This design comes from an exercise in tuning for a short achievable clock period on the open sky130 flow, not from production work. In this exercise RTL edits were held to simulation tests only and were not proved equivalent to the original.

## OM_top
module OM_top(x,y,z,clk,nReset,xY,yX);
parameter Stage_all = 19;
parameter N = Stage_all - 3;
parameter WL = 2*N;
parameter WL_out = 2*Stage_all;
	input [WL-1:0] x;
	input [WL-1:2] y;
	output [WL_out-1:0] z;
	input clk;
	input nReset;
	input [(N+1)*(N-3)+8:0] xY;
	input [(N+1)*(N-3)+6:0] yX;
	reg [WL-1:0] x_reg;
	reg [WL-1:2] y_reg;
	reg [WL-1:0] z_reg;
	wire [WL-1:0] temp_z;
	function dec(input [1:0] dg, input b);
		dec = (dg[1] & ~dg[0] & b) | (~dg[1] & dg[0] & ~b);
	endfunction
	wire [2:0] Ws1;
	assign Ws1[0] = (x_reg[1] ^ x_reg[0]) & xY[0];
	assign Ws1[1] = (x_reg[0] & (xY[1] ^ xY[0])) | (x_reg[1] & xY[1]);
	assign Ws1[2] = (~xY[1] & xY[0] & x_reg[0]) | (xY[1] & x_reg[1]);
	wire [4:0] a2, d2, b2, s2;
	wire [5:0] h2;
	genvar i, j;
	generate
		for (i=0;i<5;i=i+1) begin:g2
			assign a2[i] = dec(x_reg[3:2], xY[2+(i<3?i:2)]);
			assign d2[i] = dec(y_reg[3:2], yX[(i<3?i:2)]);
		end
	endgenerate
	assign b2 = {Ws1, 2'b00};
	assign s2[0] = a2[0] ^ d2[0] ^ y_reg[2];
	wire [5:1] c2o;    
	assign c2o[1] = (a2[0] & d2[0]) | (a2[0] & y_reg[2]) | (d2[0] & y_reg[2]);
	assign h2[0] = 1'b0;
	generate
		for (i=1;i<5;i=i+1) begin:g2c
			wire s1 = a2[i] ^ b2[i];
			assign h2[i] = a2[i] & b2[i];
			assign s2[i] = s1 ^ d2[i] ^ h2[i-1];
			assign c2o[i+1] = (s1 & d2[i]) | (s1 & h2[i-1]) | (d2[i] & h2[i-1]);
		end
	endgenerate
	wire [5:0] Ws_s2 = {s2, 1'b0};
	wire [5:0] Wc_s2 = {c2o[4:1], x_reg[2], 1'b0};
	wire [6:0] a3, d3, s3;
	wire [6:0] h3;
	wire [7:1] c3o;
	generate
		for (i=0;i<7;i=i+1) begin:g3
			assign a3[i] = dec(x_reg[5:4], xY[5+(i<4?i:3)]);
			assign d3[i] = dec(y_reg[5:4], yX[3+(i<4?i:3)]);
		end
	endgenerate
	assign s3[0] = a3[0] ^ d3[0] ^ y_reg[4];
	assign c3o[1] = (a3[0] & d3[0]) | (a3[0] & y_reg[4]) | (d3[0] & y_reg[4]);
	assign h3[0] = 1'b0;
	generate
		for (i=1;i<7;i=i+1) begin:g3c
			wire bb = Ws_s2[i-1];
			wire cc = Wc_s2[i-1];
  ...
Size: about 2900 cells after synthesis, roughly 94 flip-flops, roughly 21000 µm² of cells after synthesis.
Settings: LEC_CHECK=0, CAP_MARGIN=20, CORE_MARGIN=2, CORE_UTILIZATION=60, SLEW_MARGIN=20; clock period 22.0 ns.
standard.sh (not shown) runs the stock make flow with config.mk's settings and CLKGATE_MAP_FILE= SYNTH_SCRIPT=/design/flow/synth_recipe.tcl, a recipe that flattens the netlist after the stock synthesis.
==> flow/flow/run.sh <==
#!/bin/bash
set -euo pipefail
bash standard.sh ADDER_MAP_FILE= SETUP_SLACK_MARGIN=12 finish > standard_flow.log 2>&1
The first run ended with an error in 5_1_grt.
Edit:
==> flow/flow/run.sh (replaced) <==
#!/bin/bash
set -euo pipefail
bash standard.sh ADDER_MAP_FILE= finish > standard_flow.log 2>&1
--- a/flow/config.mk
+++ b/flow/config.mk
@@ -8,4 +8,4 @@
 export CAP_MARGIN = 20
 export CORE_MARGIN = 2
-export CORE_UTILIZATION = 60
+export CORE_UTILIZATION = 40
 export SLEW_MARGIN = 20
What happened: The new run completed without violations. Area after synthesis does not change. Synthesized cell count stays the same.
Edit:
==> flow/flow/run.sh (replaced) <==
#!/bin/bash
set -euo pipefail
bash standard.sh ADDER_MAP_FILE= SETUP_SLACK_MARGIN=12 finish > standard_flow.log 2>&1
Global-route usage increases by 1.2 points; worst setup slack gets better by 1.4 ns; routed wire length increases by about 8%; final area increases by 17%; sequential share of layout area decreases by 1.2 points; critical path depth increases by 3; worst hold slack gets better by 0.050 ns.


OM_top again, from the RTL that the note above started with.
export LEC_CHECK = 0
export CAP_MARGIN = 20
export CORE_MARGIN = 2
export CORE_UTILIZATION = 50
export SLEW_MARGIN = 20
create_clock -name core_clock -period 22.0 [get_ports {clk}]
==> flow/flow/run.sh <==
#!/bin/bash
set -euo pipefail
W=$PWD
R=$W/orfs/results/sky130hd/OM_top/base
LIB=$FLOW_HOME/platforms/sky130hd/lib/sky130_fd_sc_hd__tt_025C_1v80.lib
DU=$(cat $W/flow/dont_use.txt)
bash standard.sh ADDER_MAP_FILE= $R/1_2_yosys.v > synth_flow.log 2>&1
cp $R/1_2_yosys.v $W/1_2_yosys_std.v
printf 'set_driving_cell sky130_fd_sc_hd__buf_1\nset_load 5\n' > $W/abc_resynth.constr
cat > $W/resynth.ys <<EOT
read_liberty -ignore_miss_func $LIB
setattr -mod -set keep_hierarchy 1 sky130_fd_sc_hd__df*
read_verilog $W/1_2_yosys_std.v
hierarchy -top OM_top
flatten
opt_clean -purge
delete A:keep_hierarchy
read_liberty -lib -nooverwrite $LIB
abc -script $W/flow/abc_delay.script -liberty $LIB $DU -constr $W/abc_resynth.constr -D 10 OM_top
opt_clean -purge
hilomap -singleton -hicell sky130_fd_sc_hd__conb_1 HI -locell sky130_fd_sc_hd__conb_1 LO OM_top
splitnets OM_top
insbuf -buf sky130_fd_sc_hd__buf_4 A X OM_top
opt_clean -purge
check -assert OM_top
stat -liberty $LIB OM_top
select OM_top
write_verilog -noattr -nohex -nodec -selected $W/1_2_yosys_resynth.v
EOT
yosys -l $W/resynth.log -s $W/resynth.ys > /dev/null 2>&1
cp $W/1_2_yosys_resynth.v $R/1_2_yosys.v
bash standard.sh ADDER_MAP_FILE= SETUP_SLACK_MARGIN=12 finish > standard_flow.log 2>&1
==> flow/flow/abc_delay.script <==
strash
dch -f
map -D 10
strash
dch -f
map -D 10
strash
dch -f
map -D 10
topo
buffer -c
upsize -c
dnsize -c
Other scripts of this flow, unchanged in this note and not shown: flow/flow/dont_use.txt
The starting point finished clean.
Rerun with:
--- a/flow/flow/run.sh
+++ b/flow/flow/run.sh
@@ -30,3 +30,3 @@
 yosys -l $W/resynth.log -s $W/resynth.ys > /dev/null 2>&1
 cp $W/1_2_yosys_resynth.v $R/1_2_yosys.v
-bash standard.sh ADDER_MAP_FILE= SETUP_SLACK_MARGIN=12 finish > standard_flow.log 2>&1
+bash standard.sh ADDER_MAP_FILE= SETUP_SLACK_MARGIN=12 SETUP_MOVE_SEQUENCE=unbuffer,sizeup,swap,clone finish > standard_flow.log 2>&1
Settings changed: CORE_UTILIZATION 50 to 40.
Outcome: The changed run completed with no timing, DRC or antenna violations; global-route usage goes down by 6.0 points; final area goes down by a little under a tenth; register-to-register slack gains 0.34 ns; maximum frequency goes up by a few percent; worst hold slack loses 0.036 ns; core utilization goes down by 19 points; via count goes down by a little under a tenth; worst setup slack gains 0.54 ns; count of clock-buffer cells in the layout is unchanged.
Rerun with:
--- a/flow/flow/run.sh
+++ b/flow/flow/run.sh
@@ -30,3 +30,3 @@
 yosys -l $W/resynth.log -s $W/resynth.ys > /dev/null 2>&1
 cp $W/1_2_yosys_resynth.v $R/1_2_yosys.v
-bash standard.sh ADDER_MAP_FILE= SETUP_SLACK_MARGIN=12 SETUP_MOVE_SEQUENCE=unbuffer,sizeup,swap,clone finish > standard_flow.log 2>&1
+bash standard.sh ADDER_MAP_FILE= SETUP_SLACK_MARGIN=12 finish > standard_flow.log 2>&1
==> flow/flow/abc_delay.script (replaced) <==
strash
dch -f
map -D 10
topo
buffer -c
upsize -c
dnsize -c
After rerunning:
- register-to-register slack loses 0.30 ns
- sequential share of layout area fell by 0.56 points
Rerun with:
==> flow/flow/abc_delay.script (replaced) <==
strash
dch -f
map -D 10
strash
dch -f
map -D 10
strash
dch -f
map -D 10
topo
buffer -c
upsize -c
dnsize -c
Outcome: The changed run produced a clean layout. Setup slack gets better by 0.23 ns. Cell count grows by 0.70%. Design area shrinks by 1.2%. Register-to-register slack gets better by 0.41 ns. Utilization shrinks by 0.53 points. Die area shrinks by 0.69%.
Rerun with:
==> flow/flow/abc_delay.script (replaced) <==
strash
dch -f
map -D 10
strash
dch -f
map -D 10
strash
dch -f
map -D 10
topo
After rerunning: Wire length climbs by 0.36%. Via count climbs by 0.94%. Area after synthesis drops by 2.1%. Global-route usage climbs by 0.33 points. Sequential share of layout area barely changes. Count of clock-buffer cells in the layout does not change. Flip-flop and latch count is unchanged.

[what the ideal ports hide]
Ports are ideal in the flow. The routed layouts listed here were re-timed in OpenROAD.
Step 1 sets driving cells, clkbuf_16 on the clock port and buf_2 on the other inputs (assumed; they add their load-dependent delay and slew).
Step 2, shift: input delay + t, output delay - t, t = (earliest + latest rising clock arrival at the registers) / 2. This alone moves slack from input paths to output paths.
Three values: ideal ports, drivers, drivers and shift; two values: the first two.
run	t, ns	setup WS [ns]	clock arrival spread, ns	slew at the worst register clock pin (ns)
the second run of note 1	0.462	7.295 / 7.326 / 6.865	0.032 / 0.031	0.11 / 0.11
the third run of note 1	0.453	8.668 / 8.697 / 8.244	0.026 / 0.026	0.10 / 0.10
the first run of note 2	0.474	10.487 / 10.529 / 10.055	0.027 / 0.028	0.10 / 0.10
the second run of note 2	0.479	11.025 / 11.062 / 10.584	0.025 / 0.025	0.10 / 0.10
the third run of note 2	0.479	10.830 / 10.868 / 10.390	0.021 / 0.021	0.10 / 0.10
the fourth run of note 2	0.478	11.064 / 11.108 / 10.630	0.026 / 0.026	0.10 / 0.10
the fifth run of note 2	0.474	11.009 / 11.023 / 10.549	0.026 / 0.026	0.10 / 0.10
After both steps setup and hold are still met in every run listed. For the fifth run of note 2, which loses most, drivers alone change the setup slack by +0.014 ns; drivers and shift together by -0.460 ns.
